This design comes from an exercise in tuning for small area, a short achievable clock period and few clock cycles per item on the open sky130 flow, not from production work. RTL that was checked went through simulation tests only; none was proved equivalent to the original. Function not checked in runs 2 and 3: the RTL went through the layout flow alone. Power and IR drop assume default switching activity.

## flow/constraint.sdc

```tcl
create_clock -name core_clock -period 6.5 [get_ports {clk}]
set_input_delay 1.3000 -clock core_clock [delete_from_list [all_inputs] [get_ports {clk}]]
set_output_delay 1.3000 -clock core_clock [all_outputs]
set_load 0.01 [all_outputs]
```

## flow/config.mk

```make
export PLATFORM = sky130hd
export DESIGN_NAME = ysyx_23060136_EXU_DIV
export DESIGN_NICKNAME = ysyx_23060136_EXU_DIV
export VERILOG_FILES = /design/flow/design.v
export SDC_FILE = /design/flow/constraint.sdc
export NUM_CORES = 4
export LEC_CHECK = 0
export CAP_MARGIN = 20
export CORE_MARGIN = 2
export CORE_UTILIZATION = 40
export SLEW_MARGIN = 20
```

## flow/run.sh

```bash
#!/bin/bash
# synth_recipe.tcl (not shown) runs the flow's synth.tcl, then flattens the netlist and writes it again
# the make line also repeats each setting of config.mk as NAME=value (left out here)
make -C /OpenROAD-flow-scripts/flow DESIGN_CONFIG=/design/flow/config.mk WORK_HOME=/design/flow/orfs CLKGATE_MAP_FILE= SYNTH_SCRIPT=/design/flow/synth_recipe.tcl finish
```

## flow/design.v

```verilog
module ysyx_23060136_EXU_DIV(
        input                                                       clk	           ,   
        input                                                       rst 	       ,    
        input         [  64-1:0 ]                dividend       ,    
        input         [  64-1:0 ]                divisor	       ,              
        input                                                       div_valid      ,      
        input                                                       divw	       ,      
        input                                                       div_signed     ,   
        output                                                      div_ready      ,  
        output                                                      div_out_valid  ,   
        output        [  64-1:0 ]                quotient       , 
        output        [  64-1:0 ]                remainder  
 );
    wire [63 : 0]  dividend_amend  = divw ? ((div_signed && dividend[31]) ? {32'b0, -dividend[31:0]} : {32'b0, dividend[31:0]}) : 
                                            ((div_signed && dividend[63]) ? -dividend : dividend);
    wire [63 : 0]  divisor_amend   = divw ? ((div_signed && divisor[31])  ? {32'b0, -divisor[31:0]}  : {32'b0, divisor[31:0]}) : 
                                            ((div_signed && divisor[63])  ? -divisor  : divisor);
    logic                                     quotient_signed_amend      ;
    logic                                     remainder_signed_amend     ;
    always_comb begin
        if(divw) begin
            quotient_signed_amend  = div_signed && (dividend[31] ^ divisor[31]) ? 1'b1 : 1'b0   ;
            remainder_signed_amend = div_signed &&  dividend[31] ? 1'b1 : 1'b0                  ;
        end
        else begin
            quotient_signed_amend  = div_signed && (dividend[63] ^ divisor[63]) ? 1'b1 : 1'b0   ;
            remainder_signed_amend = div_signed &&  dividend[63] ? 1'b1 : 1'b0                  ;
        end
    end
    logic                 [ 63:0]          dividend_s                 ;
    logic                 [  127:0]        divisor_s                  ;
    logic                 [   8:0]         shift_times                ;
    logic                                  divider_working            ;
    logic                 [  63:0]         quotient_s                 ;
    always_ff @(posedge clk) begin
        if(rst || div_out_valid) begin
            dividend_s      <= 64'b0    ;
            divisor_s       <= 128'b0   ;
            shift_times     <= 9'b0     ;
            divider_working <= 1'b0     ;
            quotient_s      <= 64'b0    ;
        end
        else if(div_valid && div_ready) begin
            divisor_s       <= divw ? {33'b0, divisor_amend, 31'b0} : {1'b0, divisor_amend, 63'b0} ;
            dividend_s      <= dividend_amend            ;
            shift_times     <= 9'b0                      ;
            divider_working <= 1'b1                      ;
            quotient_s      <= 64'b0                     ;
        end
        else if(divider_working) begin
            if({64'b0, dividend_s} < divisor_s) begin
                divisor_s   <= {1'b0, divisor_s[127 : 1]};
                quotient_s  <= {quotient_s[62 : 0], 1'b0};
            end
            else begin
                dividend_s  <= part_sub[63 : 0]          ;
                divisor_s   <= {1'b0, divisor_s[127 : 1]};
                quotient_s  <= {quotient_s[62:0], 1'b1}  ;
            end
            shift_times     <= shift_times + 1           ;
        end
    end
    wire  [  63:0]   part_sub    =  dividend_s - divisor_s[63 : 0]                                          ;
    assign div_ready              =  ~divider_working                                                       ;
    assign div_out_valid          =  divw      ? (shift_times == 9'd32) : (shift_times == 9'd64)            ;
    assign quotient               =  quotient_signed_amend  ? -quotient_s : quotient_s                      ;
    assign remainder              =  remainder_signed_amend ? -dividend_s : dividend_s                      ;
endmodule
```

==> results of run 1 <==
power by group through the flow:
stage          Clock [µW]  Sequential, µW  Combinational, µW
3_3_place_gp            0            1850               2020
5_1_grt              2040            1840               2250
6_report             1930            1830               2070
3_5_place_dp            0            1860               2030
4_1_cts              1970            1820               2040
2_1_floorplan           0            1800               1360
metrics by stage:
step           cell area, µm²  hold WS, ns  setup slack [ns]  power (µW)  std cells
2_1_floorplan           20400        0.446              2.06        3150       2734
3_3_place_gp            23400        0.471              1.00        3870       3510
3_5_place_dp            23400        0.478              1.01        3880       3510
4_1_cts                 24600        0.490             0.369        5830       3574
5_1_grt                 24600        0.515            0.0225        6120       3574
6_report                24600        0.482             0.371        5830       3574
sequential cells by signal, indices dropped and copies added, names as in the netlist:
register and count:
divisor_s 127, dividend_s 64, quotient_s 64, shift_times 9, divider_working 1
layout by cell type, fill, tap and decap left out, drive strengths merged, types with 28 or more instances in the layout:
cell type and instances:
a211oi 47, dfxtp 265, inv 110, nor4 65
xor2 139, buf 30, a31oi 28, mux2i 88
o21ai 148, nor3 127, a221oi 78, nor2 351
ha 70, o41ai 29, xnor2 167, a21oi 235
and3 62, a21o 45, nand2 149, o31ai 41
clkdlybuf4s50 261, clkbuf 53, nand3 31, nand4 39
routing by layer:
| layer | wire, µm | global-route usage | part of all wire | vias to the layer above |
|---|---|---|---|---|
| li1 | - | - | - | 10300 |
| met1 | 34100 | 0.379 | 0.46 | 10100 |
| met2 | 32400 | 0.420 | 0.43 | 866 |
| met3 | 5990 | 0.0538 | 0.080 | 141 |
| met4 | 2330 | 0.0944 | 0.031 | 0 |
| met5 | 0 | 0 | 0 | - |
worst min-delay path: cells and delay by family, from the launching register on:
family | cells | cell delay (ns)
AND/OR/NAND/NOR | 1 | 0.07
AO/OA/AOI/OAI | 1 | 0.06
flip-flops | 1 | 0.32
worst paths after layout:
check	from	end	slack, ns
setup / recovery	quotient_s[2]	quotient[48]	0.37
hold / removal	divisor_s[22]	divisor_s[21]	0.48
setup reg to reg	dividend_s[0]	dividend_s[61]	1.68
hold reg to reg	divisor_s[22]	divisor_s[21]	0.48
final cells by class:
type,count,share of cell area
clock buffers,53,0.0421
repair buffers,291,0.116
multi-input cells,2172,0.570
well taps,672,0.0342
flip-flops and latches,265,0.216
clock inverters,11,0.00417
inverters,110,0.0168
logic make-up after synthesis:
| group | after synthesis | synth area share |
|---|---|---|
| and+or+nand+nor | 939 | 0.222 |
| AOI/OAI and AO/OA | 766 | 0.243 |
| xor gates and xnor gates | 306 | 0.131 |
| buffers and inverters | 297 | 0.0550 |
| DFF | 265 | 0.260 |
| muxes | 90 | 0.0443 |
| adders and majority gates | 71 | 0.0439 |
==> results.yml, run 1 <==
run_status:
  status: "no timing/DRC/antenna violations"
logic_synthesis:
  ys_types: 75
  yosysSeqAreaShare: 0.260
  synthTopCellsByArea: "dfxtp_1 26%, xnor2_1 7.2%, nor2_1 6.4%, xor2_1 6.0%, a21oi_1 5.7%"
  ys_top_cells_by_count: "350 x nor2_1, 265 x dfxtp_1, 234 x a21oi_1"
  synth_edf_count: 0
  ys_seq_elements: 265
  syn_area_per_cell_um2: 7.46
  yosysTopAreaCell: "dfxtp_1"
  syn_inst: 2734
  synth_fp_nets: 2938
  synthArstFlopShare: 0
  synth_ff_type: "dfxtp_1"
  syn_area_um2: 20400
  yosys_warnings: 1
  yosysMostFrequentCell: "nor2_1"
  synth_top_area_frac: 0.260
timing:
  worst_pin_slew_ns: 1.13
  maxSlewViolCount: 0
  period_minus_slack_ns: 6.13
  skew_ns: 0.0134
  slew_headroom: 0.248
  timing.final.crit_share: 0.943
  rsz0062_at_grt: "no"
  tns_ns: 0
  hold_viol: 0
  setup_viol: 0
  max_freq_ghz: 0.163
cts:
  clock-sinks: 265
  cts_resized: 0
  cts_tree: "built"
  clk_path_buf_depth: 3
  hold_buffers: 0
  cts_setup_buffers: 0
  clk_pin_slew_ns: 0.06
  cts-buffers-inserted: 35
  insertion_delay_ns: 0.56
  cts_max_level: 2
  cts_root_buf: "clkbuf_16"
critical_path:
  reg2regPathDepth: 12
  worst_path_max_delay_cell: "nor4_1"
  cp_cell_sequence: "nor4_1 -> nand4_1 -> or4_1 -> nor2_1 -> nand3_1 -> o21ai_1 -> o21ai_0 -> xor2_1 -> clkdlybuf4s50_1"
  crit_path_end_kind: "output port"
  cp_max_fo: 7
  max_stage_delay_ns: 0.96
  required_ns: 5.20
  worstSetupStartpointType: "register"
  cp_top_family: "simple AND/OR/NAND/NOR gates"
  criticalPathCategory: "reg -> out"
  path_depth: 9
  worst_ep_arrival_time_ns: 4.83
  crit_buf_inv: 1
placed_design:
  dp_hpwl_mm: 55.8
  portBuffers: 262
  globalplace.congestion: 0.923
die:
  dieHeight_um: 230
  row_count: 82
  die-area_um2: 52800
  die_x_um: 230
  start_util: 0.406
  fp.coreArea_um2: 50300
  io_pins: 263
power:
  power.switching_uw: 2130
  peakVddDrop_v: 0.000198
  p_per_area_nw_per_um2: 237
  leakage_uw: 0.00947
  p_sw_frac: 0.366
  p_comb_frac: 0.355
  internal_power_uw: 3690
  clkPwrFrac: 0.331
  p_seq_frac: 0.313
cells_and_area:
  regArea_um2: 5310
  num-nets-final: 3079
  drive_gt1_frac: 0.0427
  final_util: 0.489
  n_antenna_cell: 0
  multiInputGateArea_um2: 14000
  n_fill_cell: 4963
  area_growth_pct: 20.5
drt:
  drtIter0Drc: 1932
  wl_per_cell_um: 20.9
  vias: 21300
  drc: 0
  drtPass1Iterations: 6
  drtAntennaViolNets: 0
  vias_per_cell: 5.97
  routed_wl_mm: 74.8
grt:
  grt_pass1_wl_mm: 116
  grt_start_max_net_pins: 183
  antenna_found_initial: 0
  track_usage: 0.273
  grt_pass1_vias: 20000
  overflow: 0
worst_hold_path:
  min_path_cells: 2
  worst_hold_path_type: "reg -> reg"
run:
  maxCapViolations: 0
Testbench counts, summed over its fixed seeds: cycles 48,288, items 960.
==> run 2, diff against run 1 <==
==> flow/design.v (replaced) <==
module ysyx_23060136_EXU_DIV(
        input                 clk           ,
        input                 rst           ,
        input         [63:0]  dividend      ,
        input         [63:0]  divisor       ,
        input                 div_valid     ,
        input                 divw          ,
        input                 div_signed    ,
        output                div_ready     ,
        output                div_out_valid ,
        output        [63:0]  quotient      ,
        output        [63:0]  remainder
 );
    localparam [2:0] S_IDLE  = 3'd0,
                     S_PREP  = 3'd1,
                     S_ALIGN = 3'd2,
                     S_ITER  = 3'd3,
                     S_FIX   = 3'd4,
                     S_DONE  = 3'd5;
    function automatic [6:0] lzc64(input [63:0] x);
        integer i;
        begin
            lzc64 = 7'd64;
            for (i = 0; i < 64; i = i + 1)
                if (x[i]) lzc64 = 7'd63 - i[6:0];
        end
    endfunction
    wire        sa   = div_signed & (divw ? dividend[31] : dividend[63]);
    wire        sb   = div_signed & (divw ? divisor[31]  : divisor[63]);
    wire        qneg = sa ^ sb;
    wire        rneg = sa;
    wire [63:0] a_x  = divw ? {32'b0, dividend[31:0]} : dividend;
    wire [63:0] b_x  = divw ? {32'b0, divisor[31:0]}  : divisor;
    wire [63:0] a_n  = (a_x ^ {64{sa}}) + {63'b0, sa};
    wire [63:0] b_n  = (b_x ^ {64{sb}}) + {63'b0, sb};
    wire [63:0] a_abs = divw ? {32'b0, a_n[31:0]} : a_n;
    wire [63:0] b_abs = divw ? {32'b0, b_n[31:0]} : b_n;
    wire [63:0] a_ext = divw ? {{32{sa}}, dividend[31:0]} : dividend;
    logic [2:0]  state;
    logic [63:0] R, D, Q;
    logic [5:0]  cnt;
    wire [64:0] sub  = {1'b0, R} - {1'b0, D};
    wire        ge   = ~sub[64];
    wire [63:0] r_it = ge ? sub[63:0] : R;
    wire [6:0]  lza  = lzc64(R);
    wire [6:0]  lzb  = lzc64(D);
    wire [6:0]  dd   = lzb - lza;
    wire [63:0] q_ones = divw ? (qneg ? 64'hffffffff00000001 : 64'h00000000ffffffff)
                              : (qneg ? 64'h0000000000000001 : 64'hffffffffffffffff);
    always_ff @(posedge clk) begin
        if (rst) begin
            state <= S_IDLE;
        end
        else begin
            case (state)
            S_IDLE: if (div_valid) begin
                R     <= a_abs;
                D     <= b_abs;
                state <= S_PREP;
            end
            S_PREP: begin
                cnt <= dd[5:0];
                if (lzb[6] || !ge) begin
                    R     <= a_ext;
                    Q     <= lzb[6] ? q_ones : 64'b0;
                    state <= S_DONE;
                end
                else begin
                    if (qneg) R <= sub[63:0];
                    Q     <= {64{qneg}};
                    state <= S_ALIGN;
                end
            end
            S_ALIGN: begin
                D     <= D << cnt;
                state <= S_ITER;
            end
            S_ITER: begin
                Q   <= {Q[62:0], ge ^ qneg};
                cnt <= cnt - 6'd1;
                if (cnt == 6'd0) begin
                    if (rneg) begin
                        R     <= 64'b0;
                        D     <= r_it;
                        state <= S_FIX;
                    end
                    else begin
                        R     <= r_it;
                        state <= S_DONE;
                    end
                end
                else begin
                    R <= r_it;
                    D <= {1'b0, D[63:1]};
                end
            end
            S_FIX: begin
                R     <= sub[63:0];
                state <= S_DONE;
            end
            default: state <= S_IDLE;
            endcase
        end
    end
    assign div_ready     = (state == S_IDLE);
    assign div_out_valid = (state == S_DONE);
    assign quotient      = Q;
    assign remainder     = R;
endmodule
==> results.yml, run 2 <==
run_status:
  status: "no timing/DRC/antenna violations"
timing:
  worst_pin_slew_ns: 1.08
  period_minus_slack_ns: 5.73
  timing.final.crit_share: 0.882
  holdWs_ns: 0.543
  maxSlewViolCount: 0
  slew_headroom: 0.278
  setup_viol: 0
  max_freq_ghz: 0.175
  skew_ns: 0.0139
  rsz0062_at_grt: "no"
  hold_viol: 0
  tns_ns: 0
placed_design:
  globalplace.congestion: 1.07
  portBuffers: 262
  dp_hpwl_mm: 89.1
  postPlaceCellArea_um2: 27400
  place_inst: 3906
critical_path:
  required_ns: 6.82
  cp_max_fo: 35
  r2r-end: "R[16]"
  criticalPathCategory: "reg -> reg"
  r2r_setup_slack_ns: 0.77
  cp_cell_sequence: "ha_1 -> inv_1 -> fa_1 -> a211o_1 -> a2111oi_4 -> o21bai_2 -> o41a_4 -> o21a_1 -> o2111a_2 -> o21ai_2 -> nand2_2 -> buf_4 -> mux2i_1 -> a2bb2oi_1 -> o21ai_0"
  worstSetupStartpointType: "register"
  worst_ep_arrival_time_ns: 6.05
  worst_path_max_delay_cell: "nand2_2"
  max_stage_delay_ns: 0.62
  reg2regPathDepth: 15
  crit_path_end_kind: "register"
  r2r_start: "D[0]"
grt:
  antenna_found_initial: 4
  track_usage: 0.356
  grt_pass1_vias: 24700
  grt_start_max_net_pins: 77
  overflow: 0
  grt_pass1_wl_mm: 167
die:
  die_x_um: 248
  dieHeight_um: 248
  row_count: 89
  fp.coreArea_um2: 59000
  start_util: 0.405
  io_pins: 263
  die-area_um2: 61700
cells_and_area:
  n_antenna_cell: 0
  reg_top3: "D (64), Q (64), R (64)"
  fin_area_um2: 28300
  layout.cells.non_filler: 3953
  area_growth_pct: 18.5
  drive_gt1_frac: 0.0792
  num-nets-final: 3373
  final_cell_mix: "333 x nand2_1, 269 x o21ai_0, 262 x nor2_1, 261 x clkdlybuf4s50_1, 229 x a21oi_1"
  final_common_cell: "nand2_1"
logic_synthesis:
  yosysSeqAreaShare: 0.251
  syn_inst: 2982
  synth_edf_count: 198
  synth_top_area_frac: 0.249
  yosys_warnings: 1
  ys_types: 102
  ys_seq_elements: 201
  synth_ff_type: "edfxtp_1"
  yosysTopAreaCell: "edfxtp_1"
  synthArstFlopShare: 0
  synthTopCellsByArea: "edfxtp_1 25%, o21ai_0 5.7%, xnor2_1 5.5%, mux4_2 5.4%, nand2_1 5.2%"
  syn_area_per_cell_um2: 8.01
  synth_fp_nets: 3193
  ys_top_cells_by_count: "334 x nand2_1, 270 x o21ai_0, 265 x nor2_1"
  yosysMostFrequentCell: "nand2_1"
  syn_area_um2: 23900
cts:
  clock-sinks: 201
  insertion_delay_ns: 0.60
  cts_max_level: 1
  cts_root_buf: "clkbuf_16"
  hold_buffers: 0
  cts-buffers-inserted: 27
  clk_pin_slew_ns: 0.06
  cts_tree: "built"
  clk_path_buf_depth: 3
  cts_resized: 0
  cts_setup_buffers: 0
drt:
  drc: 0
  vias_per_cell: 6.66
  drtPass1Iterations: 9
  drtAntennaViolNets: 0
  routed_wl_mm: 115
  wl_per_cell_um: 29.2
  vias: 26300
  drtIter0Drc: 3671
worst_hold_path:
  min_path_cells: 1
  min_to: "Q[54]"
  holdCritStartpoint: "Q[53]"
  worst_hold_path_type: "reg -> reg"
power:
  p_per_area_nw_per_um2: 505
  leakage_uw: 0.0108
  power_uw: 14300
  peakVddDrop_v: 0.000267
run:
  maxCapViolations: 0
[run 2: cell count changes after synthesis, sizes merged, moves of 48 or more]
cell | previous run | this run
o21ai | 148 | 277
a222oi | 0 | 48
nor3 | 127 | 77
nor2 | 351 | 265
nand2 | 149 | 336
dfxtp | 265 | 3
mux4 | 0 | 57
edfxtp | 0 | 198
a221oi | 78 | 27
xor2 | 139 | 46
[run 2: layout make-up]
type / count / area, µm²
inverters: 143 / 537
fillers: 5863 / 30700
flip-flops and latches: 201 / 6010
clock inverters: 17 / 225
well taps: 773 / 967
clock buffers: 30 / 687
multi-input cells: 2451 / 16700
repair buffers: 338 / 3210
[run 2: how the worst max path moves through the flow]
stage	from	end	cells past startpoint
6_report	D[0]	R[16]	15
2_1_floorplan	R[0]	R[0]	14
3_5_place_dp	div_signed	D[60]	14
4_1_cts	D[0]	R[3]	15
3_3_place_gp	div_signed	D[60]	14
5_1_grt	D[0]	R[3]	15
[run 2: report_power, final]
group          total (µW)  internal [µW]  switching (µW)
combinational        9710           3450            6250
clock                1620            928             693
sequential           2980           2120             858
[run 2: layer usage]
layer / part of all wire / GRT usage / routed length [µm] / vias to the layer above
met3: 0.10 / 0.0731 / 11500 / 222
met4: 0.040 / 0.122 / 4610 / 2
met5: 0.00011 / 0 / 13 / -
met2: 0.43 / 0.541 / 49800 / 1512
li1: - / - / - / 11700
met1: 0.43 / 0.503 / 49300 / 12900
[run 2: metrics by stage]
stage,worst slack [ns],util
4_1_cts,0.802,0.480
5_1_grt,0.546,0.480
6_report,0.770,0.480
3_5_place_dp,0.542,0.464
3_3_place_gp,0.609,0.464
2_1_floorplan,0.864,-
[run 2: critical path, delay by kind of cell, from the launching register on]
family,cells,cell delay (ns)
AO/OA/AOI/OAI,9,2.50
adder cells (fa/ha/maj),2,0.65
AND/OR/NAND/NOR,1,0.62
buffers and inverters,2,0.57
flip-flops,1,0.57
multiplexers,1,0.49
[run 2: cells by family (layout without fill, tap and decap cells)]
| group | Yosys count | after routing | synth area share |
|---|---|---|---|
| buffers and inverters | 330 | 528 | 0.0539 |
| AO/OA/AOI/OAI | 1027 | 1027 | 0.287 |
| XOR/XNOR | 197 | 197 | 0.0722 |
| AND/OR/NAND/NOR | 967 | 967 | 0.187 |
| flip-flops | 201 | 201 | 0.251 |
| multiplexers | 182 | 182 | 0.107 |
| adder cells (fa/ha/maj) | 78 | 78 | 0.0415 |
==> run 3, diff against run 2 <==
--- a/flow/config.mk
+++ b/flow/config.mk
@@ -5,7 +5,9 @@
 export SDC_FILE = /design/flow/constraint.sdc
 export NUM_CORES = 4
 export LEC_CHECK = 0
+export ABC_CLOCK_PERIOD_IN_PS = 2000
 export CAP_MARGIN = 20
 export CORE_MARGIN = 2
 export CORE_UTILIZATION = 40
+export SETUP_SLACK_MARGIN = 4.0
 export SLEW_MARGIN = 20
==> results.yml, run 3 <==
die:
  row_count: 89
  dieHeight_um: 248
  die_x_um: 248
  die-area_um2: 61700
  fp.coreArea_um2: 59000
  start_util: 0.405
  io_pins: 263
logic_synthesis:
  yosys_warnings: 1
  muxShareOfSynthArea: 0.107
  synth_fp_nets: 3193
  ys_types: 102
  synth_edf_count: 198
  synth_ff_type: "edfxtp_1"
  ys_seq_elements: 201
  synth_top_family_by_area: "compound AO/OA/AOI/OAI gates"
  synth-simple-area-share: 0.187
  yosysMostFrequentCell: "nand2_1"
  yosys.area_share.adder: 0.0415
  synth_top_area_frac: 0.249
  synthTopCellsByArea: "edfxtp_1 25%, o21ai_0 5.7%, xnor2_1 5.5%, mux4_2 5.4%, nand2_1 5.2%"
  yosysSeqAreaShare: 0.251
  syn_inst: 2982
  syn_area_per_cell_um2: 8.01
  synthXorXnorAreaFrac: 0.0722
  yosysTopAreaCell: "edfxtp_1"
  ys_top_cells_by_count: "334 x nand2_1, 270 x o21ai_0, 265 x nor2_1"
  syn_area_um2: 23900
  synth_compound_area_frac: 0.287
  synthArstFlopShare: 0
placed_design:
  place_inst: 3892
  portBuffers: 262
  dp_hpwl_mm: 86.5
  globalplace.congestion: 1.01
  postPlaceCellArea_um2: 27500
cts:
  clk_pin_slew_ns: 0.06
  cts_max_level: 1
  cts_tree: "built"
  hold_buffers: 0
  clock-sinks: 201
  clk_path_buf_depth: 3
  cts_root_buf: "clkbuf_16"
  insertion_delay_ns: 0.59
  cts-buffers-inserted: 27
grt:
  antenna_found_initial: 5
  grt_pass1_vias: 27300
  grt_pass1_wl_mm: 183
  grt_start_max_net_pins: 77
  overflow: 0
  track_usage: 0.390
timing:
  period_minus_slack_ns: 4.63
  skew_ns: 0.0150
  worst_pin_slew_ns: 1.18
  timing.final.crit_share: 0.712
  slew_headroom: 0.209
  rsz0062_at_grt: "yes"
  hold_viol: 0
  max_freq_ghz: 0.216
  tns_ns: 0
  setup_viol: 0
  maxSlewViolCount: 0
power:
  p_seq_frac: 0.140
  p_per_area_nw_per_um2: 548
  p_sw_frac: 0.510
  clkPwrFrac: 0.081
  p_comb_frac: 0.779
  internal_power_uw: 9380
  power.switching_uw: 9770
  power_uw: 19100
  leakage_uw: 0.0138
  peakVddDrop_v: 0.000274
drt:
  drtAntennaViolNets: 0
  drtPass1Iterations: 11
  routed_wl_mm: 128
  drtIter0Drc: 4287
  vias_per_cell: 6.76
  wl_per_cell_um: 29.6
  vias: 29300
  drc: 0
critical_path:
  required_ns: 6.80
  worstSetupStartpointType: "register"
  crit_start: "R[0]"
  reg2regPathDepth: 18
  crit_path_end_kind: "register"
  worstSetupEndpoint: "R[52]"
  r2r_setup_slack_ns: 1.87
  cp_max_fo: 8
  worst_ep_arrival_time_ns: 4.93
  r2r-end: "R[52]"
  r2r_start: "R[0]"
  criticalPathCategory: "reg -> reg"
cells_and_area:
  drive_gt1_frac: 0.290
  layout.cells.non_filler: 4332
  fin_area_um2: 34900
  reg_top3: "D (64), Q (64), R (64)"
  final_cell_mix: "318 x nand2_1, 235 x nor2_1, 212 x buf_6"
  final_common_cell: "nand2_1"
  area_growth_pct: 46.2
  num-nets-final: 3746
run_status:
  status: "no timing/DRC/antenna violations"
worst_hold_path:
  worst_hold_path_type: "reg -> reg"
  holdCritStartpoint: "Q[11]"
run:
  maxCapViolations: 0
[run 3: cell counts after synthesis]
No cell type changed its count.
[run 3: power by group through the flow]
stage	combinational [µW]	clock, µW	sequential, µW
floorplan	5740	0	2640
global placement	9140	0	2910
detailed placement	9170	0	2920
CTS	13400	1540	2620
global route	15400	1590	2700
finish	14900	1540	2680
[run 3: layer usage]
layer | GRT usage | up-vias | wire (µm)
li1 | - | 12500 | -
met1 | 0.526 | 14200 | 49600
met5 | 0 | - | 33
met4 | 0.180 | 6 | 7620
met3 | 0.0959 | 428 | 15900
met2 | 0.586 | 2121 | 55100
[run 3: worst min path at each step]
stage            end  slack, ns  depth (start not counted)
2_1_floorplan  Q[10]       0.59                          1
3_3_place_gp   Q[12]       0.52                          1
3_5_place_dp   Q[12]       0.54                          1
4_1_cts        Q[12]       0.54                          1
5_1_grt        Q[11]       0.55                          1
6_report       Q[12]       0.54                          1
[run 3: stage by stage]
step / hold slack [ns] / utilization / setup slack, ns
2_1_floorplan: 0.594 / - / 1.01
3_3_place_gp: 0.524 / 0.466 / 0.834
3_5_place_dp: 0.537 / 0.466 / 0.777
4_1_cts: 0.543 / 0.572 / 1.95
5_1_grt: 0.554 / 0.592 / 1.83
6_report: 0.541 / 0.592 / 1.87
[run 3: layout make-up]
type	count	area (µm²)
diodes	3	7.51
clock buffers	36	729
clock inverters	14	148
fillers	5179	24100
inverters	143	561
multi-input cells	2458	18900
flip-flops and latches	201	6010
well taps	773	967
repair buffers	704	7620
[run 3: logic make-up (layout without fill, tap and decap cells)]
logic type,count (synthesis),after routing
compound gates,1027,1027
flops,201,201
fa+ha+maj,78,78
xor+xnor,197,197
buf+inv,330,897
other cells,0,3
mux,182,182
simple gates,967,974
[run 3: worst max-delay path, cell delays in order, from the launching register on]
cell and delay [ns]:
edfxtp_1 0.37, buf_6 0.15, inv_4 0.05, ha_4 0.12
inv_2 0.03, fa_2 0.34, a211o_1 0.35, a2111oi_4 0.42
o21bai_2 0.13, o41a_4 0.39, o21a_1 0.22, o2111a_2 0.29
o21a_4 0.28, o21ai_4 0.22, buf_6 0.13, nor2_4 0.05
a221oi_4 0.35, buf_12 0.22, clkbuf_16 0.21
[run 3: timing repair]
item / CTS / global route
endpoints found under the hold margin: 0 / 0
buffers inserted: 302 / 46
pin swaps: 90 / 78
gates resized for setup: 1140 / 164
endpoints found under the setup margin: 529 / 397
cloned: 33 / 6

==> separate check: timing with driven ports <==
The results above use ideal ports. As a check the final layouts listed here were re-extracted and re-timed, cells and wires unchanged.
Step 1: set_driving_cell puts a clkbuf_16 on clk and a buf_2 on each other input, an assumption about the parent block.
Step 2, shift: input delay + t, output delay - t, t = (earliest + latest rising clock arrival at the registers) / 2. This alone moves slack from input paths to output paths.
a / b / c = no drivers / after step 1 / after step 2; a / b = the first two.
run | shift t [ns] | slack for setup (ns) | clock arrival spread, ns
run 1 | 0.609 | 0.371 / 0.312 / 0.920 | 0.014 / 0.013
run 2 | 0.648 | 0.770 / 0.770 / 0.294 | 0.013 / 0.014
run 3 | 0.643 | 1.871 / 1.871 / 1.497 | 0.015 / 0.015
After both steps setup and hold are still met in every run listed. For run 2, which loses most, drivers alone change the setup slack by 0.000 ns; drivers and shift together by -0.476 ns.
